This design comes from an exercise in tuning for small area and a short achievable clock period on the open sky130 flow, not from production work.
RTL that was checked went through simulation tests only; none was proved equivalent to the original.
For run 1, only the layout was checked, not whether the RTL still works.

==> flow/design.v (outline; a module is shown in full before it is edited, if it fits) <==
// module iir_fa: 4 lines
// module iir_ha: 4 lines
// module iir_xn: 3 lines
// module iir_or: 3 lines
// module pipelined_iir: 10924 lines
module pipelined_iir(clk, reset, x, y);
  // ...
==> flow/flow/run.sh <==
#!/bin/bash
set -euo pipefail
export SETUP_SLACK_MARGIN=15
bash standard.sh MATCH_CELL_FOOTPRINT=0 finish > standard.log 2>&1
==> flow/standard.sh <==
#!/bin/bash
# synth_recipe.tcl (not shown) runs the flow's synth.tcl, then flattens the netlist and writes it again
# the make line also repeats each setting of config.mk as NAME=value (left out here)
make -C /OpenROAD-flow-scripts/flow DESIGN_CONFIG=/design/flow/config.mk WORK_HOME=/design/flow/orfs CLKGATE_MAP_FILE= SYNTH_SCRIPT=/design/flow/synth_recipe.tcl "${@:-finish}"
==> flow/config.mk <==
export PLATFORM = sky130hd
export DESIGN_NAME = pipelined_iir
export DESIGN_NICKNAME = pipelined_iir
export VERILOG_FILES = /design/flow/design.v
export SDC_FILE = /design/flow/constraint.sdc
export NUM_CORES = 8
export LEC_CHECK = 0
export CAP_MARGIN = 40
export CORE_MARGIN = 2
export CORE_UTILIZATION = 45
export SLEW_MARGIN = 40
export SYNTH_HIERARCHICAL = 1
export SYNTH_MINIMUM_KEEP_SIZE = 0
==> flow/constraint.sdc <==
create_clock -name core_clock -period 32.0 [get_ports {clk}]
set_input_delay 6.4000 -clock core_clock [delete_from_list [all_inputs] [get_ports {clk}]]
set_output_delay 6.4000 -clock core_clock [all_outputs]
set_load 0.01 [all_outputs]
==> impl_metrics.yaml, run 1 <==
grt:
  overflow: 0
  grt_pass1_vias: 108896
routing:
  wl_per_cell_um: 37.4
  drt_iter0_drc: 9257
  vias: 94642
sta:
  timing.fmax_ghz: 0.0557
  worst_pin_slew_ns: 0.986
  rsz0062_at_grt: "true"
  drv_slew: 0
  period_share: 0.561
logic_synthesis:
  synthDistinctLibCells: 70
  avgSynthCellArea_um2: 13.1
  yosysMostFrequentCell: "fa_1"
  synth_top_area_cell: "fa_1"
  synthXorXnorAreaFrac: 0.0173
  synthCells: 11180
  async_flop_share: 0
  synth.top_cells.by_area: "fa_1, dfxtp_1, ha_1"
  yosys_warnings: 7
place:
  gp_congestion: 1.02
  hpwl_mm: 464
layout:
  antenna_cells: 28
  fin_cells: 16344
  utilization: 0.509
  multi_input_cells: 7859
  nFillCells: 28045
  regArea_um2: 16300
  finalNetCount: 17614
clock_network:
  htreeDepth: 3
  clockBufferDepth: 4
  clock-root-buffer: "clkbuf_16"
worst_setup_path:
  cp_common_cell: "fa_1"
  path_buf_inv: 4
  cp-startpoint: "x[21]"
  worstPathArrival_ns: 11.55
  crit_family: "adder cells"
  cp.depth: 19
outcome:
  status: "timing/DRC/antenna clean"
die:
  num_rows: 209
  die_w_um: 575
==> run 2: changes to the inputs <==
--- a/flow/design.v
+++ b/flow/design.v
@@ -1,16 +1,23 @@
 module iir_fa(input wire a, input wire b, input wire c, output wire s, output wire co);
   assign s = a ^ b ^ c;
   assign co = (a & b) | (a & c) | (b & c);
 endmodule
 module iir_ha(input wire a, input wire b, output wire s, output wire co);
   assign s = a ^ b;
   assign co = a & b;
 endmodule
+module iir_gp(input wire gh, input wire ph, input wire gl, input wire pl, output wire g, output wire p);
+  assign g = gh | (ph & gl);
+  assign p = ph & pl;
+endmodule
+module iir_g(input wire gh, input wire ph, input wire gl, output wire g);
+  assign g = gh | (ph & gl);
+endmodule
 module iir_xn(input wire a, input wire b, output wire y);
   assign y = ~(a ^ b);
 endmodule
 module iir_or(input wire a, input wire b, output wire y);
   assign y = a | b;
 endmodule
 module pipelined_iir(clk, reset, x, y);
   input wire clk, reset;
@@ -10877,17 +10884,336 @@
   wire n15981, n15982; iir_fa un15981 (.a(n15980), .b(n15842), .c(n15843), .s(n15981), .co(n15982));
   wire n15983 = ~x[31];
   wire n15984, n15985; iir_fa un15984 (.a(n15983), .b(n15846), .c(n15844), .s(n15984), .co(n15985));
   wire n15986 = ~s1[49];
   wire n15987, n15988; iir_fa un15987 (.a(n15986), .b(x[30]), .c(n15847), .s(n15987), .co(n15988));
   wire n15989, n15990; iir_xn un15989 (.a(s1[50]), .b(x[31]), .y(n15989)); iir_or vn15989 (.a(s1[50]), .b(x[31]), .y(n15990));
   wire [63:0] ta = {~s1[63], ~s1[62], ~s1[61], ~s1[60], ~s1[59], ~s1[58], ~s1[57], ~s1[56], ~s1[55], ~s1[54], ~s1[53], ~s1[52], ~s1[51], ~n15989, n15987, n15982, n15979, n15976, ~n15973, n15970, n15969, n15964, ~n15961, n15958, ~n15955, ~n15952, n15949, n15946, n15943, n15940, n15937, n15934, n15931, n15928, n15925, n15922, n15919, n15916, n15913, n15910, n15907, n15904, ~n15901, n15898, n15895, ~n15892, n15889, n15886, n15883, ~n15880, ~n15877, ~n15874, n15871, ~n15868, ~n15865, n15862, n15859, n15856, n15853, n15850, x[2], ~s1[2], ~s1[1], ~s1[0]};
   wire [63:0] tb = {1'b0, 1'b0, 1'b0, 1'b0, 1'b0, 1'b0, 1'b0, 1'b0, 1'b0, 1'b0, 1'b0, 1'b0, ~n15990, n15988, n15985, n15984, n15981, n15978, n15975, ~n15972, n15967, n15966, n15963, ~n15960, n15957, ~n15954, ~n15951, n15948, n15945, n15942, n15939, n15936, n15933, n15930, n15927, n15924, n15921, n15918, n15915, n15912, n15909, n15906, n15903, ~n15900, n15897, n15894, ~n15891, n15888, n15885, n15882, ~n15879, ~n15876, ~n15873, n15870, ~n15867, ~n15864, n15861, n15858, n15855, n15852, n15849, x[1], x[0], 1'b0};
-  assign t = ta + tb;
+  wire n115991, n115992; iir_ha un115991 (.a(ta[0]), .b(tb[0]), .s(n115991), .co(n115992));
+  wire n115993, n115994; iir_ha un115993 (.a(ta[1]), .b(tb[1]), .s(n115993), .co(n115994));
+  wire n115995, n115996; iir_ha un115995 (.a(ta[2]), .b(tb[2]), .s(n115995), .co(n115996));
+  wire n115997, n115998; iir_ha un115997 (.a(ta[3]), .b(tb[3]), .s(n115997), .co(n115998));
+  wire n115999, n116000; iir_ha un115999 (.a(ta[4]), .b(tb[4]), .s(n115999), .co(n116000));
+  wire n116001, n116002; iir_ha un116001 (.a(ta[5]), .b(tb[5]), .s(n116001), .co(n116002));
+  wire n116003, n116004; iir_ha un116003 (.a(ta[6]), .b(tb[6]), .s(n116003), .co(n116004));
+  wire n116005, n116006; iir_ha un116005 (.a(ta[7]), .b(tb[7]), .s(n116005), .co(n116006));
+  wire n116007, n116008; iir_ha un116007 (.a(ta[8]), .b(tb[8]), .s(n116007), .co(n116008));
+  wire n116009, n116010; iir_ha un116009 (.a(ta[9]), .b(tb[9]), .s(n116009), .co(n116010));
+  wire n116011, n116012; iir_ha un116011 (.a(ta[10]), .b(tb[10]), .s(n116011), .co(n116012));
+  wire n116013, n116014; iir_ha un116013 (.a(ta[11]), .b(tb[11]), .s(n116013), .co(n116014));
+  wire n116015, n116016; iir_ha un116015 (.a(ta[12]), .b(tb[12]), .s(n116015), .co(n116016));
+  wire n116017, n116018; iir_ha un116017 (.a(ta[13]), .b(tb[13]), .s(n116017), .co(n116018));
+  wire n116019, n116020; iir_ha un116019 (.a(ta[14]), .b(tb[14]), .s(n116019), .co(n116020));
+  wire n116021, n116022; iir_ha un116021 (.a(ta[15]), .b(tb[15]), .s(n116021), .co(n116022));
+  wire n116023, n116024; iir_ha un116023 (.a(ta[16]), .b(tb[16]), .s(n116023), .co(n116024));
+  wire n116025, n116026; iir_ha un116025 (.a(ta[17]), .b(tb[17]), .s(n116025), .co(n116026));
+  wire n116027, n116028; iir_ha un116027 (.a(ta[18]), .b(tb[18]), .s(n116027), .co(n116028));
+  wire n116029, n116030; iir_ha un116029 (.a(ta[19]), .b(tb[19]), .s(n116029), .co(n116030));
+  wire n116031, n116032; iir_ha un116031 (.a(ta[20]), .b(tb[20]), .s(n116031), .co(n116032));
+  wire n116033, n116034; iir_ha un116033 (.a(ta[21]), .b(tb[21]), .s(n116033), .co(n116034));
+  wire n116035, n116036; iir_ha un116035 (.a(ta[22]), .b(tb[22]), .s(n116035), .co(n116036));
+  wire n116037, n116038; iir_ha un116037 (.a(ta[23]), .b(tb[23]), .s(n116037), .co(n116038));
+  wire n116039, n116040; iir_ha un116039 (.a(ta[24]), .b(tb[24]), .s(n116039), .co(n116040));
+  wire n116041, n116042; iir_ha un116041 (.a(ta[25]), .b(tb[25]), .s(n116041), .co(n116042));
+  wire n116043, n116044; iir_ha un116043 (.a(ta[26]), .b(tb[26]), .s(n116043), .co(n116044));
+  wire n116045, n116046; iir_ha un116045 (.a(ta[27]), .b(tb[27]), .s(n116045), .co(n116046));
+  wire n116047, n116048; iir_ha un116047 (.a(ta[28]), .b(tb[28]), .s(n116047), .co(n116048));
+  wire n116049, n116050; iir_ha un116049 (.a(ta[29]), .b(tb[29]), .s(n116049), .co(n116050));
+  wire n116051, n116052; iir_ha un116051 (.a(ta[30]), .b(tb[30]), .s(n116051), .co(n116052));
+  wire n116053, n116054; iir_ha un116053 (.a(ta[31]), .b(tb[31]), .s(n116053), .co(n116054));
+  wire n116055, n116056; iir_ha un116055 (.a(ta[32]), .b(tb[32]), .s(n116055), .co(n116056));
+  wire n116057, n116058; iir_ha un116057 (.a(ta[33]), .b(tb[33]), .s(n116057), .co(n116058));
+  wire n116059, n116060; iir_ha un116059 (.a(ta[34]), .b(tb[34]), .s(n116059), .co(n116060));
+  wire n116061, n116062; iir_ha un116061 (.a(ta[35]), .b(tb[35]), .s(n116061), .co(n116062));
+  wire n116063, n116064; iir_ha un116063 (.a(ta[36]), .b(tb[36]), .s(n116063), .co(n116064));
+  wire n116065, n116066; iir_ha un116065 (.a(ta[37]), .b(tb[37]), .s(n116065), .co(n116066));
+  wire n116067, n116068; iir_ha un116067 (.a(ta[38]), .b(tb[38]), .s(n116067), .co(n116068));
+  wire n116069, n116070; iir_ha un116069 (.a(ta[39]), .b(tb[39]), .s(n116069), .co(n116070));
+  wire n116071, n116072; iir_ha un116071 (.a(ta[40]), .b(tb[40]), .s(n116071), .co(n116072));
+  wire n116073, n116074; iir_ha un116073 (.a(ta[41]), .b(tb[41]), .s(n116073), .co(n116074));
+  wire n116075, n116076; iir_ha un116075 (.a(ta[42]), .b(tb[42]), .s(n116075), .co(n116076));
+  wire n116077, n116078; iir_ha un116077 (.a(ta[43]), .b(tb[43]), .s(n116077), .co(n116078));
+  wire n116079, n116080; iir_ha un116079 (.a(ta[44]), .b(tb[44]), .s(n116079), .co(n116080));
+  wire n116081, n116082; iir_ha un116081 (.a(ta[45]), .b(tb[45]), .s(n116081), .co(n116082));
+  wire n116083, n116084; iir_ha un116083 (.a(ta[46]), .b(tb[46]), .s(n116083), .co(n116084));
+  wire n116085, n116086; iir_ha un116085 (.a(ta[47]), .b(tb[47]), .s(n116085), .co(n116086));
+  wire n116087, n116088; iir_ha un116087 (.a(ta[48]), .b(tb[48]), .s(n116087), .co(n116088));
+  wire n116089, n116090; iir_ha un116089 (.a(ta[49]), .b(tb[49]), .s(n116089), .co(n116090));
+  wire n116091, n116092; iir_ha un116091 (.a(ta[50]), .b(tb[50]), .s(n116091), .co(n116092));
+  wire n116093, n116094; iir_ha un116093 (.a(ta[51]), .b(tb[51]), .s(n116093), .co(n116094));
+  wire n116095, n116096; iir_ha un116095 (.a(ta[52]), .b(tb[52]), .s(n116095), .co(n116096));
+  wire n116097, n116098; iir_ha un116097 (.a(ta[53]), .b(tb[53]), .s(n116097), .co(n116098));
+  wire n116099, n116100; iir_ha un116099 (.a(ta[54]), .b(tb[54]), .s(n116099), .co(n116100));
+  wire n116101, n116102; iir_ha un116101 (.a(ta[55]), .b(tb[55]), .s(n116101), .co(n116102));
+  wire n116103, n116104; iir_ha un116103 (.a(ta[56]), .b(tb[56]), .s(n116103), .co(n116104));
+  wire n116105, n116106; iir_ha un116105 (.a(ta[57]), .b(tb[57]), .s(n116105), .co(n116106));
+  wire n116107, n116108; iir_ha un116107 (.a(ta[58]), .b(tb[58]), .s(n116107), .co(n116108));
+  wire n116109, n116110; iir_ha un116109 (.a(ta[59]), .b(tb[59]), .s(n116109), .co(n116110));
+  wire n116111, n116112; iir_ha un116111 (.a(ta[60]), .b(tb[60]), .s(n116111), .co(n116112));
+  wire n116113, n116114; iir_ha un116113 (.a(ta[61]), .b(tb[61]), .s(n116113), .co(n116114));
+  wire n116115, n116116; iir_ha un116115 (.a(ta[62]), .b(tb[62]), .s(n116115), .co(n116116));
+  wire n116117, n116118; iir_ha un116117 (.a(ta[63]), .b(tb[63]), .s(n116117), .co(n116118));
+  wire n116119; iir_g un116119 (.gh(n115994), .ph(n115993), .gl(n115992), .g(n116119));
+  wire n116121, n116122; iir_gp un116121 (.gh(n115998), .ph(n115997), .gl(n115996), .pl(n115995), .g(n116121), .p(n116122));
+  wire n116123, n116124; iir_gp un116123 (.gh(n116002), .ph(n116001), .gl(n116000), .pl(n115999), .g(n116123), .p(n116124));
+  wire n116125, n116126; iir_gp un116125 (.gh(n116006), .ph(n116005), .gl(n116004), .pl(n116003), .g(n116125), .p(n116126));
+  wire n116127, n116128; iir_gp un116127 (.gh(n116010), .ph(n116009), .gl(n116008), .pl(n116007), .g(n116127), .p(n116128));
+  wire n116129, n116130; iir_gp un116129 (.gh(n116014), .ph(n116013), .gl(n116012), .pl(n116011), .g(n116129), .p(n116130));
+  wire n116131, n116132; iir_gp un116131 (.gh(n116018), .ph(n116017), .gl(n116016), .pl(n116015), .g(n116131), .p(n116132));
+  wire n116133, n116134; iir_gp un116133 (.gh(n116022), .ph(n116021), .gl(n116020), .pl(n116019), .g(n116133), .p(n116134));
+  wire n116135, n116136; iir_gp un116135 (.gh(n116026), .ph(n116025), .gl(n116024), .pl(n116023), .g(n116135), .p(n116136));
+  wire n116137, n116138; iir_gp un116137 (.gh(n116030), .ph(n116029), .gl(n116028), .pl(n116027), .g(n116137), .p(n116138));
+  wire n116139, n116140; iir_gp un116139 (.gh(n116034), .ph(n116033), .gl(n116032), .pl(n116031), .g(n116139), .p(n116140));
+  wire n116141, n116142; iir_gp un116141 (.gh(n116038), .ph(n116037), .gl(n116036), .pl(n116035), .g(n116141), .p(n116142));
+  wire n116143, n116144; iir_gp un116143 (.gh(n116042), .ph(n116041), .gl(n116040), .pl(n116039), .g(n116143), .p(n116144));
+  wire n116145, n116146; iir_gp un116145 (.gh(n116046), .ph(n116045), .gl(n116044), .pl(n116043), .g(n116145), .p(n116146));
+  wire n116147, n116148; iir_gp un116147 (.gh(n116050), .ph(n116049), .gl(n116048), .pl(n116047), .g(n116147), .p(n116148));
+  wire n116149, n116150; iir_gp un116149 (.gh(n116054), .ph(n116053), .gl(n116052), .pl(n116051), .g(n116149), .p(n116150));
+  wire n116151, n116152; iir_gp un116151 (.gh(n116058), .ph(n116057), .gl(n116056), .pl(n116055), .g(n116151), .p(n116152));
+  wire n116153, n116154; iir_gp un116153 (.gh(n116062), .ph(n116061), .gl(n116060), .pl(n116059), .g(n116153), .p(n116154));
+  wire n116155, n116156; iir_gp un116155 (.gh(n116066), .ph(n116065), .gl(n116064), .pl(n116063), .g(n116155), .p(n116156));
+  wire n116157, n116158; iir_gp un116157 (.gh(n116070), .ph(n116069), .gl(n116068), .pl(n116067), .g(n116157), .p(n116158));
+  wire n116159, n116160; iir_gp un116159 (.gh(n116074), .ph(n116073), .gl(n116072), .pl(n116071), .g(n116159), .p(n116160));
+  wire n116161, n116162; iir_gp un116161 (.gh(n116078), .ph(n116077), .gl(n116076), .pl(n116075), .g(n116161), .p(n116162));
+  wire n116163, n116164; iir_gp un116163 (.gh(n116082), .ph(n116081), .gl(n116080), .pl(n116079), .g(n116163), .p(n116164));
+  wire n116165, n116166; iir_gp un116165 (.gh(n116086), .ph(n116085), .gl(n116084), .pl(n116083), .g(n116165), .p(n116166));
+  wire n116167, n116168; iir_gp un116167 (.gh(n116090), .ph(n116089), .gl(n116088), .pl(n116087), .g(n116167), .p(n116168));
+  wire n116169, n116170; iir_gp un116169 (.gh(n116094), .ph(n116093), .gl(n116092), .pl(n116091), .g(n116169), .p(n116170));
+  wire n116171, n116172; iir_gp un116171 (.gh(n116098), .ph(n116097), .gl(n116096), .pl(n116095), .g(n116171), .p(n116172));
+  wire n116173, n116174; iir_gp un116173 (.gh(n116102), .ph(n116101), .gl(n116100), .pl(n116099), .g(n116173), .p(n116174));
+  wire n116175, n116176; iir_gp un116175 (.gh(n116106), .ph(n116105), .gl(n116104), .pl(n116103), .g(n116175), .p(n116176));
+  wire n116177, n116178; iir_gp un116177 (.gh(n116110), .ph(n116109), .gl(n116108), .pl(n116107), .g(n116177), .p(n116178));
+  wire n116179, n116180; iir_gp un116179 (.gh(n116114), .ph(n116113), .gl(n116112), .pl(n116111), .g(n116179), .p(n116180));
+  wire n116181, n116182; iir_gp un116181 (.gh(n116118), .ph(n116117), .gl(n116116), .pl(n116115), .g(n116181), .p(n116182));
+  wire n116183; iir_g un116183 (.gh(n115996), .ph(n115995), .gl(n116119), .g(n116183));
+  wire n116185; iir_g un116185 (.gh(n116121), .ph(n116122), .gl(n116119), .g(n116185));
+  wire n116187, n116188; iir_gp un116187 (.gh(n116004), .ph(n116003), .gl(n116123), .pl(n116124), .g(n116187), .p(n116188));
+  wire n116189, n116190; iir_gp un116189 (.gh(n116125), .ph(n116126), .gl(n116123), .pl(n116124), .g(n116189), .p(n116190));
+  wire n116191, n116192; iir_gp un116191 (.gh(n116012), .ph(n116011), .gl(n116127), .pl(n116128), .g(n116191), .p(n116192));
+  wire n116193, n116194; iir_gp un116193 (.gh(n116129), .ph(n116130), .gl(n116127), .pl(n116128), .g(n116193), .p(n116194));
+  wire n116195, n116196; iir_gp un116195 (.gh(n116020), .ph(n116019), .gl(n116131), .pl(n116132), .g(n116195), .p(n116196));
+  wire n116197, n116198; iir_gp un116197 (.gh(n116133), .ph(n116134), .gl(n116131), .pl(n116132), .g(n116197), .p(n116198));
+  wire n116199, n116200; iir_gp un116199 (.gh(n116028), .ph(n116027), .gl(n116135), .pl(n116136), .g(n116199), .p(n116200));
+  wire n116201, n116202; iir_gp un116201 (.gh(n116137), .ph(n116138), .gl(n116135), .pl(n116136), .g(n116201), .p(n116202));
+  wire n116203, n116204; iir_gp un116203 (.gh(n116036), .ph(n116035), .gl(n116139), .pl(n116140), .g(n116203), .p(n116204));
+  wire n116205, n116206; iir_gp un116205 (.gh(n116141), .ph(n116142), .gl(n116139), .pl(n116140), .g(n116205), .p(n116206));
+  wire n116207, n116208; iir_gp un116207 (.gh(n116044), .ph(n116043), .gl(n116143), .pl(n116144), .g(n116207), .p(n116208));
+  wire n116209, n116210; iir_gp un116209 (.gh(n116145), .ph(n116146), .gl(n116143), .pl(n116144), .g(n116209), .p(n116210));
+  wire n116211, n116212; iir_gp un116211 (.gh(n116052), .ph(n116051), .gl(n116147), .pl(n116148), .g(n116211), .p(n116212));
+  wire n116213, n116214; iir_gp un116213 (.gh(n116149), .ph(n116150), .gl(n116147), .pl(n116148), .g(n116213), .p(n116214));
+  wire n116215, n116216; iir_gp un116215 (.gh(n116060), .ph(n116059), .gl(n116151), .pl(n116152), .g(n116215), .p(n116216));
+  wire n116217, n116218; iir_gp un116217 (.gh(n116153), .ph(n116154), .gl(n116151), .pl(n116152), .g(n116217), .p(n116218));
+  wire n116219, n116220; iir_gp un116219 (.gh(n116068), .ph(n116067), .gl(n116155), .pl(n116156), .g(n116219), .p(n116220));
+  wire n116221, n116222; iir_gp un116221 (.gh(n116157), .ph(n116158), .gl(n116155), .pl(n116156), .g(n116221), .p(n116222));
+  wire n116223, n116224; iir_gp un116223 (.gh(n116076), .ph(n116075), .gl(n116159), .pl(n116160), .g(n116223), .p(n116224));
+  wire n116225, n116226; iir_gp un116225 (.gh(n116161), .ph(n116162), .gl(n116159), .pl(n116160), .g(n116225), .p(n116226));
+  wire n116227, n116228; iir_gp un116227 (.gh(n116084), .ph(n116083), .gl(n116163), .pl(n116164), .g(n116227), .p(n116228));
+  wire n116229, n116230; iir_gp un116229 (.gh(n116165), .ph(n116166), .gl(n116163), .pl(n116164), .g(n116229), .p(n116230));
+  wire n116231, n116232; iir_gp un116231 (.gh(n116092), .ph(n116091), .gl(n116167), .pl(n116168), .g(n116231), .p(n116232));
+  wire n116233, n116234; iir_gp un116233 (.gh(n116169), .ph(n116170), .gl(n116167), .pl(n116168), .g(n116233), .p(n116234));
+  wire n116235, n116236; iir_gp un116235 (.gh(n116100), .ph(n116099), .gl(n116171), .pl(n116172), .g(n116235), .p(n116236));
+  wire n116237, n116238; iir_gp un116237 (.gh(n116173), .ph(n116174), .gl(n116171), .pl(n116172), .g(n116237), .p(n116238));
+  wire n116239, n116240; iir_gp un116239 (.gh(n116108), .ph(n116107), .gl(n116175), .pl(n116176), .g(n116239), .p(n116240));
+  wire n116241, n116242; iir_gp un116241 (.gh(n116177), .ph(n116178), .gl(n116175), .pl(n116176), .g(n116241), .p(n116242));
+  wire n116243, n116244; iir_gp un116243 (.gh(n116116), .ph(n116115), .gl(n116179), .pl(n116180), .g(n116243), .p(n116244));
+  wire n116245, n116246; iir_gp un116245 (.gh(n116181), .ph(n116182), .gl(n116179), .pl(n116180), .g(n116245), .p(n116246));
+  wire n116247; iir_g un116247 (.gh(n116000), .ph(n115999), .gl(n116185), .g(n116247));
+  wire n116249; iir_g un116249 (.gh(n116123), .ph(n116124), .gl(n116185), .g(n116249));
+  wire n116251; iir_g un116251 (.gh(n116187), .ph(n116188), .gl(n116185), .g(n116251));
+  wire n116253; iir_g un116253 (.gh(n116189), .ph(n116190), .gl(n116185), .g(n116253));
+  wire n116255, n116256; iir_gp un116255 (.gh(n116016), .ph(n116015), .gl(n116193), .pl(n116194), .g(n116255), .p(n116256));
+  wire n116257, n116258; iir_gp un116257 (.gh(n116131), .ph(n116132), .gl(n116193), .pl(n116194), .g(n116257), .p(n116258));
+  wire n116259, n116260; iir_gp un116259 (.gh(n116195), .ph(n116196), .gl(n116193), .pl(n116194), .g(n116259), .p(n116260));
+  wire n116261, n116262; iir_gp un116261 (.gh(n116197), .ph(n116198), .gl(n116193), .pl(n116194), .g(n116261), .p(n116262));
+  wire n116263, n116264; iir_gp un116263 (.gh(n116032), .ph(n116031), .gl(n116201), .pl(n116202), .g(n116263), .p(n116264));
+  wire n116265, n116266; iir_gp un116265 (.gh(n116139), .ph(n116140), .gl(n116201), .pl(n116202), .g(n116265), .p(n116266));
+  wire n116267, n116268; iir_gp un116267 (.gh(n116203), .ph(n116204), .gl(n116201), .pl(n116202), .g(n116267), .p(n116268));
+  wire n116269, n116270; iir_gp un116269 (.gh(n116205), .ph(n116206), .gl(n116201), .pl(n116202), .g(n116269), .p(n116270));
+  wire n116271, n116272; iir_gp un116271 (.gh(n116048), .ph(n116047), .gl(n116209), .pl(n116210), .g(n116271), .p(n116272));
+  wire n116273, n116274; iir_gp un116273 (.gh(n116147), .ph(n116148), .gl(n116209), .pl(n116210), .g(n116273), .p(n116274));
+  wire n116275, n116276; iir_gp un116275 (.gh(n116211), .ph(n116212), .gl(n116209), .pl(n116210), .g(n116275), .p(n116276));
+  wire n116277, n116278; iir_gp un116277 (.gh(n116213), .ph(n116214), .gl(n116209), .pl(n116210), .g(n116277), .p(n116278));
+  wire n116279, n116280; iir_gp un116279 (.gh(n116064), .ph(n116063), .gl(n116217), .pl(n116218), .g(n116279), .p(n116280));
+  wire n116281, n116282; iir_gp un116281 (.gh(n116155), .ph(n116156), .gl(n116217), .pl(n116218), .g(n116281), .p(n116282));
+  wire n116283, n116284; iir_gp un116283 (.gh(n116219), .ph(n116220), .gl(n116217), .pl(n116218), .g(n116283), .p(n116284));
+  wire n116285, n116286; iir_gp un116285 (.gh(n116221), .ph(n116222), .gl(n116217), .pl(n116218), .g(n116285), .p(n116286));
+  wire n116287, n116288; iir_gp un116287 (.gh(n116080), .ph(n116079), .gl(n116225), .pl(n116226), .g(n116287), .p(n116288));
+  wire n116289, n116290; iir_gp un116289 (.gh(n116163), .ph(n116164), .gl(n116225), .pl(n116226), .g(n116289), .p(n116290));
+  wire n116291, n116292; iir_gp un116291 (.gh(n116227), .ph(n116228), .gl(n116225), .pl(n116226), .g(n116291), .p(n116292));
+  wire n116293, n116294; iir_gp un116293 (.gh(n116229), .ph(n116230), .gl(n116225), .pl(n116226), .g(n116293), .p(n116294));
+  wire n116295, n116296; iir_gp un116295 (.gh(n116096), .ph(n116095), .gl(n116233), .pl(n116234), .g(n116295), .p(n116296));
+  wire n116297, n116298; iir_gp un116297 (.gh(n116171), .ph(n116172), .gl(n116233), .pl(n116234), .g(n116297), .p(n116298));
+  wire n116299, n116300; iir_gp un116299 (.gh(n116235), .ph(n116236), .gl(n116233), .pl(n116234), .g(n116299), .p(n116300));
+  wire n116301, n116302; iir_gp un116301 (.gh(n116237), .ph(n116238), .gl(n116233), .pl(n116234), .g(n116301), .p(n116302));
+  wire n116303, n116304; iir_gp un116303 (.gh(n116112), .ph(n116111), .gl(n116241), .pl(n116242), .g(n116303), .p(n116304));
+  wire n116305, n116306; iir_gp un116305 (.gh(n116179), .ph(n116180), .gl(n116241), .pl(n116242), .g(n116305), .p(n116306));
+  wire n116307, n116308; iir_gp un116307 (.gh(n116243), .ph(n116244), .gl(n116241), .pl(n116242), .g(n116307), .p(n116308));
+  wire n116309, n116310; iir_gp un116309 (.gh(n116245), .ph(n116246), .gl(n116241), .pl(n116242), .g(n116309), .p(n116310));
+  wire n116311; iir_g un116311 (.gh(n116008), .ph(n116007), .gl(n116253), .g(n116311));
+  wire n116313; iir_g un116313 (.gh(n116127), .ph(n116128), .gl(n116253), .g(n116313));
+  wire n116315; iir_g un116315 (.gh(n116191), .ph(n116192), .gl(n116253), .g(n116315));
+  wire n116317; iir_g un116317 (.gh(n116193), .ph(n116194), .gl(n116253), .g(n116317));
+  wire n116319; iir_g un116319 (.gh(n116255), .ph(n116256), .gl(n116253), .g(n116319));
+  wire n116321; iir_g un116321 (.gh(n116257), .ph(n116258), .gl(n116253), .g(n116321));
+  wire n116323; iir_g un116323 (.gh(n116259), .ph(n116260), .gl(n116253), .g(n116323));
+  wire n116325; iir_g un116325 (.gh(n116261), .ph(n116262), .gl(n116253), .g(n116325));
+  wire n116327, n116328; iir_gp un116327 (.gh(n116040), .ph(n116039), .gl(n116269), .pl(n116270), .g(n116327), .p(n116328));
+  wire n116329, n116330; iir_gp un116329 (.gh(n116143), .ph(n116144), .gl(n116269), .pl(n116270), .g(n116329), .p(n116330));
+  wire n116331, n116332; iir_gp un116331 (.gh(n116207), .ph(n116208), .gl(n116269), .pl(n116270), .g(n116331), .p(n116332));
+  wire n116333, n116334; iir_gp un116333 (.gh(n116209), .ph(n116210), .gl(n116269), .pl(n116270), .g(n116333), .p(n116334));
+  wire n116335, n116336; iir_gp un116335 (.gh(n116271), .ph(n116272), .gl(n116269), .pl(n116270), .g(n116335), .p(n116336));
+  wire n116337, n116338; iir_gp un116337 (.gh(n116273), .ph(n116274), .gl(n116269), .pl(n116270), .g(n116337), .p(n116338));
+  wire n116339, n116340; iir_gp un116339 (.gh(n116275), .ph(n116276), .gl(n116269), .pl(n116270), .g(n116339), .p(n116340));
+  wire n116341, n116342; iir_gp un116341 (.gh(n116277), .ph(n116278), .gl(n116269), .pl(n116270), .g(n116341), .p(n116342));
+  wire n116343, n116344; iir_gp un116343 (.gh(n116072), .ph(n116071), .gl(n116285), .pl(n116286), .g(n116343), .p(n116344));
+  wire n116345, n116346; iir_gp un116345 (.gh(n116159), .ph(n116160), .gl(n116285), .pl(n116286), .g(n116345), .p(n116346));
+  wire n116347, n116348; iir_gp un116347 (.gh(n116223), .ph(n116224), .gl(n116285), .pl(n116286), .g(n116347), .p(n116348));
+  wire n116349, n116350; iir_gp un116349 (.gh(n116225), .ph(n116226), .gl(n116285), .pl(n116286), .g(n116349), .p(n116350));
+  wire n116351, n116352; iir_gp un116351 (.gh(n116287), .ph(n116288), .gl(n116285), .pl(n116286), .g(n116351), .p(n116352));
+  wire n116353, n116354; iir_gp un116353 (.gh(n116289), .ph(n116290), .gl(n116285), .pl(n116286), .g(n116353), .p(n116354));
+  wire n116355, n116356; iir_gp un116355 (.gh(n116291), .ph(n116292), .gl(n116285), .pl(n116286), .g(n116355), .p(n116356));
+  wire n116357, n116358; iir_gp un116357 (.gh(n116293), .ph(n116294), .gl(n116285), .pl(n116286), .g(n116357), .p(n116358));
+  wire n116359, n116360; iir_gp un116359 (.gh(n116104), .ph(n116103), .gl(n116301), .pl(n116302), .g(n116359), .p(n116360));
+  wire n116361, n116362; iir_gp un116361 (.gh(n116175), .ph(n116176), .gl(n116301), .pl(n116302), .g(n116361), .p(n116362));
+  wire n116363, n116364; iir_gp un116363 (.gh(n116239), .ph(n116240), .gl(n116301), .pl(n116302), .g(n116363), .p(n116364));
+  wire n116365, n116366; iir_gp un116365 (.gh(n116241), .ph(n116242), .gl(n116301), .pl(n116302), .g(n116365), .p(n116366));
+  wire n116367, n116368; iir_gp un116367 (.gh(n116303), .ph(n116304), .gl(n116301), .pl(n116302), .g(n116367), .p(n116368));
+  wire n116369, n116370; iir_gp un116369 (.gh(n116305), .ph(n116306), .gl(n116301), .pl(n116302), .g(n116369), .p(n116370));
+  wire n116371, n116372; iir_gp un116371 (.gh(n116307), .ph(n116308), .gl(n116301), .pl(n116302), .g(n116371), .p(n116372));
+  wire n116373, n116374; iir_gp un116373 (.gh(n116309), .ph(n116310), .gl(n116301), .pl(n116302), .g(n116373), .p(n116374));
+  wire n116375; iir_g un116375 (.gh(n116024), .ph(n116023), .gl(n116325), .g(n116375));
+  wire n116377; iir_g un116377 (.gh(n116135), .ph(n116136), .gl(n116325), .g(n116377));
+  wire n116379; iir_g un116379 (.gh(n116199), .ph(n116200), .gl(n116325), .g(n116379));
+  wire n116381; iir_g un116381 (.gh(n116201), .ph(n116202), .gl(n116325), .g(n116381));
+  wire n116383; iir_g un116383 (.gh(n116263), .ph(n116264), .gl(n116325), .g(n116383));
+  wire n116385; iir_g un116385 (.gh(n116265), .ph(n116266), .gl(n116325), .g(n116385));
+  wire n116387; iir_g un116387 (.gh(n116267), .ph(n116268), .gl(n116325), .g(n116387));
+  wire n116389; iir_g un116389 (.gh(n116269), .ph(n116270), .gl(n116325), .g(n116389));
+  wire n116391; iir_g un116391 (.gh(n116327), .ph(n116328), .gl(n116325), .g(n116391));
+  wire n116393; iir_g un116393 (.gh(n116329), .ph(n116330), .gl(n116325), .g(n116393));
+  wire n116395; iir_g un116395 (.gh(n116331), .ph(n116332), .gl(n116325), .g(n116395));
+  wire n116397; iir_g un116397 (.gh(n116333), .ph(n116334), .gl(n116325), .g(n116397));
+  wire n116399; iir_g un116399 (.gh(n116335), .ph(n116336), .gl(n116325), .g(n116399));
+  wire n116401; iir_g un116401 (.gh(n116337), .ph(n116338), .gl(n116325), .g(n116401));
+  wire n116403; iir_g un116403 (.gh(n116339), .ph(n116340), .gl(n116325), .g(n116403));
+  wire n116405; iir_g un116405 (.gh(n116341), .ph(n116342), .gl(n116325), .g(n116405));
+  wire n116407, n116408; iir_gp un116407 (.gh(n116088), .ph(n116087), .gl(n116357), .pl(n116358), .g(n116407), .p(n116408));
+  wire n116409, n116410; iir_gp un116409 (.gh(n116167), .ph(n116168), .gl(n116357), .pl(n116358), .g(n116409), .p(n116410));
+  wire n116411, n116412; iir_gp un116411 (.gh(n116231), .ph(n116232), .gl(n116357), .pl(n116358), .g(n116411), .p(n116412));
+  wire n116413, n116414; iir_gp un116413 (.gh(n116233), .ph(n116234), .gl(n116357), .pl(n116358), .g(n116413), .p(n116414));
+  wire n116415, n116416; iir_gp un116415 (.gh(n116295), .ph(n116296), .gl(n116357), .pl(n116358), .g(n116415), .p(n116416));
+  wire n116417, n116418; iir_gp un116417 (.gh(n116297), .ph(n116298), .gl(n116357), .pl(n116358), .g(n116417), .p(n116418));
+  wire n116419, n116420; iir_gp un116419 (.gh(n116299), .ph(n116300), .gl(n116357), .pl(n116358), .g(n116419), .p(n116420));
+  wire n116421, n116422; iir_gp un116421 (.gh(n116301), .ph(n116302), .gl(n116357), .pl(n116358), .g(n116421), .p(n116422));
+  wire n116423, n116424; iir_gp un116423 (.gh(n116359), .ph(n116360), .gl(n116357), .pl(n116358), .g(n116423), .p(n116424));
+  wire n116425, n116426; iir_gp un116425 (.gh(n116361), .ph(n116362), .gl(n116357), .pl(n116358), .g(n116425), .p(n116426));
+  wire n116427, n116428; iir_gp un116427 (.gh(n116363), .ph(n116364), .gl(n116357), .pl(n116358), .g(n116427), .p(n116428));
+  wire n116429, n116430; iir_gp un116429 (.gh(n116365), .ph(n116366), .gl(n116357), .pl(n116358), .g(n116429), .p(n116430));
+  wire n116431, n116432; iir_gp un116431 (.gh(n116367), .ph(n116368), .gl(n116357), .pl(n116358), .g(n116431), .p(n116432));
+  wire n116433, n116434; iir_gp un116433 (.gh(n116369), .ph(n116370), .gl(n116357), .pl(n116358), .g(n116433), .p(n116434));
+  wire n116435, n116436; iir_gp un116435 (.gh(n116371), .ph(n116372), .gl(n116357), .pl(n116358), .g(n116435), .p(n116436));
+  wire n116437, n116438; iir_gp un116437 (.gh(n116373), .ph(n116374), .gl(n116357), .pl(n116358), .g(n116437), .p(n116438));
+  wire n116439; iir_g un116439 (.gh(n116056), .ph(n116055), .gl(n116405), .g(n116439));
+  wire n116441; iir_g un116441 (.gh(n116151), .ph(n116152), .gl(n116405), .g(n116441));
+  wire n116443; iir_g un116443 (.gh(n116215), .ph(n116216), .gl(n116405), .g(n116443));
+  wire n116445; iir_g un116445 (.gh(n116217), .ph(n116218), .gl(n116405), .g(n116445));
+  wire n116447; iir_g un116447 (.gh(n116279), .ph(n116280), .gl(n116405), .g(n116447));
+  wire n116449; iir_g un116449 (.gh(n116281), .ph(n116282), .gl(n116405), .g(n116449));
+  wire n116451; iir_g un116451 (.gh(n116283), .ph(n116284), .gl(n116405), .g(n116451));
+  wire n116453; iir_g un116453 (.gh(n116285), .ph(n116286), .gl(n116405), .g(n116453));
+  wire n116455; iir_g un116455 (.gh(n116343), .ph(n116344), .gl(n116405), .g(n116455));
+  wire n116457; iir_g un116457 (.gh(n116345), .ph(n116346), .gl(n116405), .g(n116457));
+  wire n116459; iir_g un116459 (.gh(n116347), .ph(n116348), .gl(n116405), .g(n116459));
+  wire n116461; iir_g un116461 (.gh(n116349), .ph(n116350), .gl(n116405), .g(n116461));
+  wire n116463; iir_g un116463 (.gh(n116351), .ph(n116352), .gl(n116405), .g(n116463));
+  wire n116465; iir_g un116465 (.gh(n116353), .ph(n116354), .gl(n116405), .g(n116465));
+  wire n116467; iir_g un116467 (.gh(n116355), .ph(n116356), .gl(n116405), .g(n116467));
+  wire n116469; iir_g un116469 (.gh(n116357), .ph(n116358), .gl(n116405), .g(n116469));
+  wire n116471; iir_g un116471 (.gh(n116407), .ph(n116408), .gl(n116405), .g(n116471));
+  wire n116473; iir_g un116473 (.gh(n116409), .ph(n116410), .gl(n116405), .g(n116473));
+  wire n116475; iir_g un116475 (.gh(n116411), .ph(n116412), .gl(n116405), .g(n116475));
+  wire n116477; iir_g un116477 (.gh(n116413), .ph(n116414), .gl(n116405), .g(n116477));
+  wire n116479; iir_g un116479 (.gh(n116415), .ph(n116416), .gl(n116405), .g(n116479));
+  wire n116481; iir_g un116481 (.gh(n116417), .ph(n116418), .gl(n116405), .g(n116481));
+  wire n116483; iir_g un116483 (.gh(n116419), .ph(n116420), .gl(n116405), .g(n116483));
+  wire n116485; iir_g un116485 (.gh(n116421), .ph(n116422), .gl(n116405), .g(n116485));
+  wire n116487; iir_g un116487 (.gh(n116423), .ph(n116424), .gl(n116405), .g(n116487));
+  wire n116489; iir_g un116489 (.gh(n116425), .ph(n116426), .gl(n116405), .g(n116489));
+  wire n116491; iir_g un116491 (.gh(n116427), .ph(n116428), .gl(n116405), .g(n116491));
+  wire n116493; iir_g un116493 (.gh(n116429), .ph(n116430), .gl(n116405), .g(n116493));
+  wire n116495; iir_g un116495 (.gh(n116431), .ph(n116432), .gl(n116405), .g(n116495));
+  wire n116497; iir_g un116497 (.gh(n116433), .ph(n116434), .gl(n116405), .g(n116497));
+  wire n116499; iir_g un116499 (.gh(n116435), .ph(n116436), .gl(n116405), .g(n116499));
+  wire n116501; iir_g un116501 (.gh(n116437), .ph(n116438), .gl(n116405), .g(n116501));
+  wire n116503 = n115993 ^ n115992;
+  wire n116504 = n115995 ^ n116119;
+  wire n116505 = n115997 ^ n116183;
+  wire n116506 = n115999 ^ n116185;
+  wire n116507 = n116001 ^ n116247;
+  wire n116508 = n116003 ^ n116249;
+  wire n116509 = n116005 ^ n116251;
+  wire n116510 = n116007 ^ n116253;
+  wire n116511 = n116009 ^ n116311;
+  wire n116512 = n116011 ^ n116313;
+  wire n116513 = n116013 ^ n116315;
+  wire n116514 = n116015 ^ n116317;
+  wire n116515 = n116017 ^ n116319;
+  wire n116516 = n116019 ^ n116321;
+  wire n116517 = n116021 ^ n116323;
+  wire n116518 = n116023 ^ n116325;
+  wire n116519 = n116025 ^ n116375;
+  wire n116520 = n116027 ^ n116377;
+  wire n116521 = n116029 ^ n116379;
+  wire n116522 = n116031 ^ n116381;
+  wire n116523 = n116033 ^ n116383;
+  wire n116524 = n116035 ^ n116385;
+  wire n116525 = n116037 ^ n116387;
+  wire n116526 = n116039 ^ n116389;
+  wire n116527 = n116041 ^ n116391;
+  wire n116528 = n116043 ^ n116393;
+  wire n116529 = n116045 ^ n116395;
+  wire n116530 = n116047 ^ n116397;
+  wire n116531 = n116049 ^ n116399;
+  wire n116532 = n116051 ^ n116401;
+  wire n116533 = n116053 ^ n116403;
+  wire n116534 = n116055 ^ n116405;
+  wire n116535 = n116057 ^ n116439;
+  wire n116536 = n116059 ^ n116441;
+  wire n116537 = n116061 ^ n116443;
+  wire n116538 = n116063 ^ n116445;
+  wire n116539 = n116065 ^ n116447;
+  wire n116540 = n116067 ^ n116449;
+  wire n116541 = n116069 ^ n116451;
+  wire n116542 = n116071 ^ n116453;
+  wire n116543 = n116073 ^ n116455;
+  wire n116544 = n116075 ^ n116457;
+  wire n116545 = n116077 ^ n116459;
+  wire n116546 = n116079 ^ n116461;
+  wire n116547 = n116081 ^ n116463;
+  wire n116548 = n116083 ^ n116465;
+  wire n116549 = n116085 ^ n116467;
+  wire n116550 = n116087 ^ n116469;
+  wire n116551 = n116089 ^ n116471;
+  wire n116552 = n116091 ^ n116473;
+  wire n116553 = n116093 ^ n116475;
+  wire n116554 = n116095 ^ n116477;
+  wire n116555 = n116097 ^ n116479;
+  wire n116556 = n116099 ^ n116481;
+  wire n116557 = n116101 ^ n116483;
+  wire n116558 = n116103 ^ n116485;
+  wire n116559 = n116105 ^ n116487;
+  wire n116560 = n116107 ^ n116489;
+  wire n116561 = n116109 ^ n116491;
+  wire n116562 = n116111 ^ n116493;
+  wire n116563 = n116113 ^ n116495;
+  wire n116564 = n116115 ^ n116497;
+  wire n116565 = n116117 ^ n116499;
+  assign t = {n116565, n116564, n116563, n116562, n116561, n116560, n116559, n116558, n116557, n116556, n116555, n116554, n116553, n116552, n116551, n116550, n116549, n116548, n116547, n116546, n116545, n116544, n116543, n116542, n116541, n116540, n116539, n116538, n116537, n116536, n116535, n116534, n116533, n116532, n116531, n116530, n116529, n116528, n116527, n116526, n116525, n116524, n116523, n116522, n116521, n116520, n116519, n116518, n116517, n116516, n116515, n116514, n116513, n116512, n116511, n116510, n116509, n116508, n116507, n116506, n116505, n116504, n116503, n115991};
   assign y = t[51:20];
   always @(posedge clk) begin
     if (reset) begin
       xr <= 32'd0;
       qr <= 44'd0;
       w11 <= 64'hbf7ff2f10008601f;
       wc11 <= 3'h5;
       w10 <= 64'h3d03e1ed000adb00;
==> run 2 against run 1 <==
Net effect: still clean; synthesized cell count rose by 0.33%; sequential share of layout area barely moved; die area rose by 0.49%; final area rose by 0.15%; critical path type unchanged; highest routed layer unchanged.
==> impl_metrics.yaml, run 2 <==
outcome:
  status: "timing/DRC/antenna clean"
place:
  gp_congestion: 1.02
  hpwl_mm: 464
  io_buffers: 65
  dpl_cell_area_um2: 158000
  pre_cts_ws_ns: 12.53
worst_hold_path:
  whs_path_depth: 1
  whs_endpoint: "w7[0]$_SDFF_PP1_"
  hp-start: "w8[0]$_SDFF_PP0_"
  hold_path_class: "register to register"
die:
  num_rows: 210
  die_w_um: 576
  coreArea_um2: 326000
  die_area_um2: 332000
  initial_core_util: 0.451
  die_h_um: 576
  boundaryPins: 66
routing:
  ant_nets: 0
  drt_iter0_drc: 8438
  totalWireLength_mm: 609
  wl_per_cell_um: 37.1
  vias: 94478
  drcViolationCount: 0
  vias_per_cell: 5.76
  drt-pass1-iter-count: 6
logic_synthesis:
  synth_ff_type: "dfxtp_1"
  synth_mux_area_frac: 0
  synth_edf_count: 0
  synth_top_family_by_area: "adder cells"
  yosys_warnings: 7
  avgSynthCellArea_um2: 13.1
  synthCells: 11217
  synth.top_cells.by_area: "fa_1, dfxtp_1, ha_1"
  synthDistinctLibCells: 78
  synthXorXnorAreaFrac: 0.0177
  synth_top_area_cell: "fa_1"
  synth-simple-area-share: 0.0451
  synth_commonest_cells: "fa_1, inv_1, ha_1"
  yosysMostFrequentCell: "fa_1"
  synth_top_area_share: 0.661
  synth_compound_area_frac: 0.0301
  async_flop_share: 0
  ys_ff_latch: 810
  synth-seq-area-share: 0.110
  synthAdderAreaFrac: 0.732
  netlist_area_um2: 147000
clock_network:
  cts_tree: "yes"
  clock_latency_ns: 0.94
  path_clk_slew_ns: 0.06
  clockBufferDepth: 4
  numCtsBuffers: 121
  clock-root-buffer: "clkbuf_16"
  postCtsHoldBufs: 0
  clock_sinks: 810
  htreeDepth: 3
worst_setup_path:
  r2r_start: "qr[1]$_SDFF_PP0_"
  crit_fanout: 7
  cp-start-kind: "primary input"
  crit_type: "primary input to primary output"
  reg2reg_depth: 43
  worst_setup_path_end_kind: "primary output"
  worst_r2r_endpoint: "w2[47]$_SDFF_PP1_"
  worstPathArrival_ns: 10.97
  worst-r2r-setup-slack_ns: 15.10
  critPathRequiredTime_ns: 25.60
sta:
  hold_viol: 0
  fin_worst_skew_ns: 0.0567
  period_share: 0.543
  rsz0062_at_grt: "true"
  worst_pin_slew_ns: 0.996
  timing.fmax_ghz: 0.0576
  drv_slew: 0
  hold_slack_ns: 0.377
  tns_ns: 0
  setup_ws_ns: 14.63
  max-slew-margin-rel: 0.332
  setup_viol: 0
  min_period_ns: 17.37
layout:
  area_growth_pct: 12.1
  stdcell_area_um2: 165000
  drive_gt1_frac: 0.105
  finalNetCount: 17664
  layout_commonest_cell: "fa_1"
  most-common-layout-cells: "fa_1, inv_1, ha_1, dfxtp_1, buf_4"
grt:
  grt_pass1_wl_mm: 861
  grt_use_met2: 0.577
  grt_use_met1: 0.453
  antenna_found_initial: 44
  grt_max_degree: 110
  gr-usage-met3: 0.122
  overflow: 0
  busiest_layer: "met2"
  grt_pass1_vias: 107968
  grt_use_total: 0.385
flow_run:
  cap_violations: 0
[run 2: cell count changes after synthesis, moves of 15 or more]
cell     delta
a21o_1    +154
and2_1    +115
nor2_1     -44
a21oi_1    -36
xor2_1     +20
nor3_1     -19
o21ai_0    -19
ha_1       +15
nor2b_1    -15
[run 2: cells by family after synthesis]
family          after synthesis
fa+ha+maj                  5697
buf+inv                    2499
simple gates               1275
flops                       810
compound gates              638
xor+xnor                    297
other cells                   1
[run 2: repair_timing]
action | 4_1_cts | 5_1_grt
setup endpoints to repair | 57 | 45
setup buffers | 145 | 24
cloned | 7 | 0
resized for setup | 369 | 80
pin swaps | 80 | 50
[run 2: Yosys stat by module, one instance, submodules excluded]
module,copies in the design,area [um^2],cells inside
iir_g,48,7.51,1
iir_fa,4681,20.0,1
iir_gp,117,13.8,2
iir_or,70,6.26,1
iir_ha,470,12.5,1
iir_xn,72,8.76,1
pipelined_iir,1,44600,5642
[run 2: final cells by class]
type	count	area [um^2]
fill	28586	161000
multi-input combinational	7923	124000
clock buffer	166	3440
tap	4346	5440
sequential	810	16300
inverter	2363	8920
clock inverter	51	677
antenna	29	72.6
timing repair buffer	714	6370
[run 2: critical path, cell delays in order]
cell	delay [ns]
buf_6	0.10
buf_12	0.14
fa_1	0.57
fa_2	0.45
fa_2	0.54
inv_2	0.04
fa_1	0.48
inv_2	0.05
ha_4	0.23
and2_4	0.14
and2_4	0.16
a21o_4	0.23
a21o_4	0.26
a21o_4	0.21
buf_6	0.13
buf_6	0.11
a21o_1	0.18
xnor2_2	0.18
bufinv_8	0.21
buf_6	0.11
[run 2: through the flow]
| stage | cells | utilization |
|---|---|---|
| after floorplan | 11229 | - |
| after global placement | 15974 | 0.483 |
| after detailed placement | 15979 | 0.484 |
| after CTS | 16348 | 0.504 |
| after global routing | 16375 | 0.506 |
| final | 16402 | 0.506 |
[run 2: layer usage]
| layer | wire [um] | up-vias | part of all wire |
|---|---|---|---|
| met5 | 225 | - | 0.00037 |
| met4 | 68900 | 34 | 0.11 |
| met3 | 65900 | 2576 | 0.11 |
| met2 | 271000 | 5925 | 0.45 |
| met1 | 203000 | 51462 | 0.33 |
| li1 | - | 34481 | - |
[run 2: worst max path at each step]
| stage | from | slack [ns] | endpoint |
|---|---|---|---|
| 4_1_cts | x[14] | 14.66 | y[22] |
| 3_3_place_gp | x[31] | 12.58 | y[29] |
| 5_1_grt | x[17] | 14.54 | y[31] |
| 2_1_floorplan | x[31] | 15.00 | y[31] |
| 3_5_place_dp | x[31] | 12.53 | y[29] |
| 6_report | x[17] | 14.63 | y[31] |
==> run 3: changes to the inputs <==
--- a/flow/config.mk
+++ b/flow/config.mk
@@ -10,2 +10,3 @@
 export CORE_UTILIZATION = 45
+export CTS_BUF_LIST = sky130_fd_sc_hd__clkbuf_4 sky130_fd_sc_hd__clkbuf_8
 export SLEW_MARGIN = 40
==> run 3 against run 2 <==
Net effect: worst hold slack gained 0.00056 ns; global-route usage grew 0.080 points; final area is essentially flat; utilization is essentially flat; final cell count grew 0.68%; wire length grew 0.30%; register-to-register slack gained 0.12 ns; critical path depth is the same; maximum frequency is essentially flat.
==> impl_metrics.yaml, run 3 <==
outcome:
  status: "timing/DRC/antenna clean"
place:
  gp_congestion: 1.02
  dp.cells: 15979
  pre_cts_ws_ns: 12.53
  io_buffers: 65
  hpwl_mm: 464
worst_setup_path:
  cp_common_cell: "buf_6"
  worst_setup_path_end_kind: "primary output"
  cp-start-kind: "primary input"
  critPathRequiredTime_ns: 25.60
  crit_type: "primary input to primary output"
  crit_slowest_cell: "fa_1"
  crit_fanout: 7
  worstPathArrival_ns: 10.96
  path_buf_inv: 8
  cp_cell_sequence: "buf_6 > buf_12 > fa_1 > fa_2 > fa_2 > inv_2 > fa_1 > inv_2 > ha_4 > and2_4 > and2_4 > a21o_4 > a21o_4 > a21o_4 > buf_6 > buf_6 > a21o_1 > xnor2_2 > bufinv_8 > buf_6"
  crit_family: "adder cells"
  cp_slowest_stage_delay_ns: 0.57
clock_network:
  postCtsHoldBufs: 0
  numCtsBuffers: 186
  clock_sinks: 810
  path_clk_slew_ns: 0.06
  htreeDepth: 4
  clock-root-buffer: "clkbuf_8"
  clockBufferDepth: 4
  clock_latency_ns: 1.10
  cts_tree: "yes"
grt:
  grt_max_degree: 110
  grt_pass1_wl_mm: 863
  overflow: 0
  grt_use_total: 0.386
  grt_pass1_vias: 108689
  antenna_found_initial: 43
sta:
  worst_pin_slew_ns: 1.03
  max-slew-margin-rel: 0.308
  drv_slew: 0
  setup_viol: 0
  tns_ns: 0
  timing.fmax_ghz: 0.0576
  period_share: 0.543
  rsz0062_at_grt: "true"
  min_period_ns: 17.36
  hold_slack_ns: 0.377
  hold_viol: 0
  setup_ws_ns: 14.64
  fin_worst_skew_ns: 0.0858
die:
  die_w_um: 576
  die_h_um: 576
  initial_core_util: 0.451
  num_rows: 210
  boundaryPins: 66
  die_area_um2: 332000
  coreArea_um2: 326000
logic_synthesis:
  netlist_area_um2: 147000
  synth_commonest_cells: "fa_1, inv_1, ha_1"
  synthCells: 11217
  synthDistinctLibCells: 78
  synth_top_area_cell: "fa_1"
  yosys_warnings: 7
  async_flop_share: 0
  synth_top_area_share: 0.661
  synth_edf_count: 0
  synth.top_cells.by_area: "fa_1, dfxtp_1, ha_1"
  synth_ff_type: "dfxtp_1"
  yosysMostFrequentCell: "fa_1"
  ys_ff_latch: 810
  synth-seq-area-share: 0.110
  avgSynthCellArea_um2: 13.1
layout:
  multi_input_area_um2: 124000
  area_growth_pct: 12.1
  nFillCells: 28650
  most-common-layout-cells: "fa_1, inv_1, ha_1, dfxtp_1, buf_4"
  layout_commonest_cell: "fa_1"
  regArea_um2: 16300
  finalNetCount: 17729
  drive_gt1_frac: 0.115
  utilization: 0.506
  fin_cells: 16514
routing:
  totalWireLength_mm: 611
  ant_nets: 0
  wl_per_cell_um: 37.0
  drt-pass1-iter-count: 6
  vias: 94532
  vias_per_cell: 5.72
  drcViolationCount: 0
  drt_iter0_drc: 8688
flow_run:
  cap_violations: 0
worst_hold_path:
  hold_path_class: "register to register"
[run 3: cell count changes in the layout (fill, tap and decap cells not counted), sizes merged]
cell,delta
clkinvlp,-3
bufinv,-5
diode,-2
inv,+1
clkbuf,+121
[run 3: final timing paths]
kind	from	to	slack (ns)	cells after the start
max	x[17]	y[31]	14.64	20
min	w8[0]$_SDFF_PP0_	w7[0]$_SDFF_PP1_	0.38	1
max reg2reg	qr[1]$_SDFF_PP0_	w2[47]$_SDFF_PP1_	15.22	43
min reg2reg	w8[0]$_SDFF_PP0_	w7[0]$_SDFF_PP1_	0.38	1
[run 3: area by class of cell]
| cell class | instances | area share |
|---|---|---|
| multi-input combinational | 7923 | 0.750 |
| sequential | 810 | 0.0986 |
| inverter | 2363 | 0.0541 |
| timing repair buffer | 714 | 0.0386 |
| tap | 4346 | 0.0329 |
| clock buffer | 287 | 0.0219 |
| clock inverter | 44 | 0.00298 |
| antenna | 27 | 0.000409 |
[run 3: per-module statistics from Yosys, one instance, submodules excluded]
| module | copies in the design | cells | flops+latches | area (um^2) |
|---|---|---|---|---|
| iir_gp | 117 | 2 | 0 | 13.8 |
| iir_g | 48 | 1 | 0 | 7.51 |
| iir_fa | 4681 | 1 | 0 | 20.0 |
| iir_or | 70 | 1 | 0 | 6.26 |
| pipelined_iir | 1 | 5642 | 810 | 44600 |
| iir_xn | 72 | 1 | 0 | 8.76 |
| iir_ha | 470 | 1 | 0 | 12.5 |
[run 3: metrics by stage]
stage	instance area, um^2
global placement	158000
CTS	164000
detailed placement	158000
finish	165000
global route	165000
floorplan	148000
[run 3: worst register-to-register path: cells and delay by family, from the launching register on]
family	cells	cell delay, ns
buf+inv	5	1.83
simple gates	3	0.76
fa+ha+maj	23	9.99
xor+xnor	1	0.44
flops	1	0.52
compound gates	11	3.11
[run 3: cell families after synthesis]
kind of cell / Yosys count / synth area share
fa+ha+maj: 5697 / 0.732
compound gates: 638 / 0.0301
flops: 810 / 0.110
simple gates: 1275 / 0.0451
xor+xnor: 297 / 0.0177
other cells: 1 / 0.0000255
buf+inv: 2499 / 0.0647
[run 3: timing repair]
item,4_1_cts,5_1_grt
buffers inserted,145,24
setup endpoints to repair,56,48
cloned,7,0
pin swaps,80,50
resized for setup,369,79
[run 3: per-layer routing]
layer	global-route usage	vias to the layer above	wire, um
met5	0.000430	-	263
met4	0.332	32	69100
met3	0.128	2663	66800
met2	0.576	5804	271000
met1	0.450	51417	203000
li1	-	34616	-

## what the ideal ports hide
In the flow no input, the clock included, has a driving cell. The finished layouts below were timed again as built, in two steps. Step 1 (the two cells are an assumption about what drives the block):
set clk [get_ports {clk}]
set_driving_cell -lib_cell sky130_fd_sc_hd__clkbuf_16 $clk
set_driving_cell -lib_cell sky130_fd_sc_hd__buf_2 [delete_from_list [all_inputs] $clk]
Step 2, shift: input delay + t, output delay - t, t = (earliest + latest rising clock arrival at the registers) / 2. This alone moves slack from input paths to output paths. a / b / c = no drivers / after step 1 / after step 2; a / b = the first two.
| run | shift t [ns] | slack for setup (ns) | worst data-port slew with drivers (ns) |
|---|---|---|---|
| run 1 | 1.015 | 14.049 / 14.003 / 14.003 | 0.12 |
| run 2 | 1.024 | 14.629 / 14.568 / 14.362 | 0.13 |
| run 3 | 1.167 | 14.640 / 14.580 / 14.394 | 0.13 |
After both steps setup and hold are still met in every run listed. The setup slack of run 2, which loses most, moves by -0.061 ns with the drivers and by -0.267 ns with both steps.
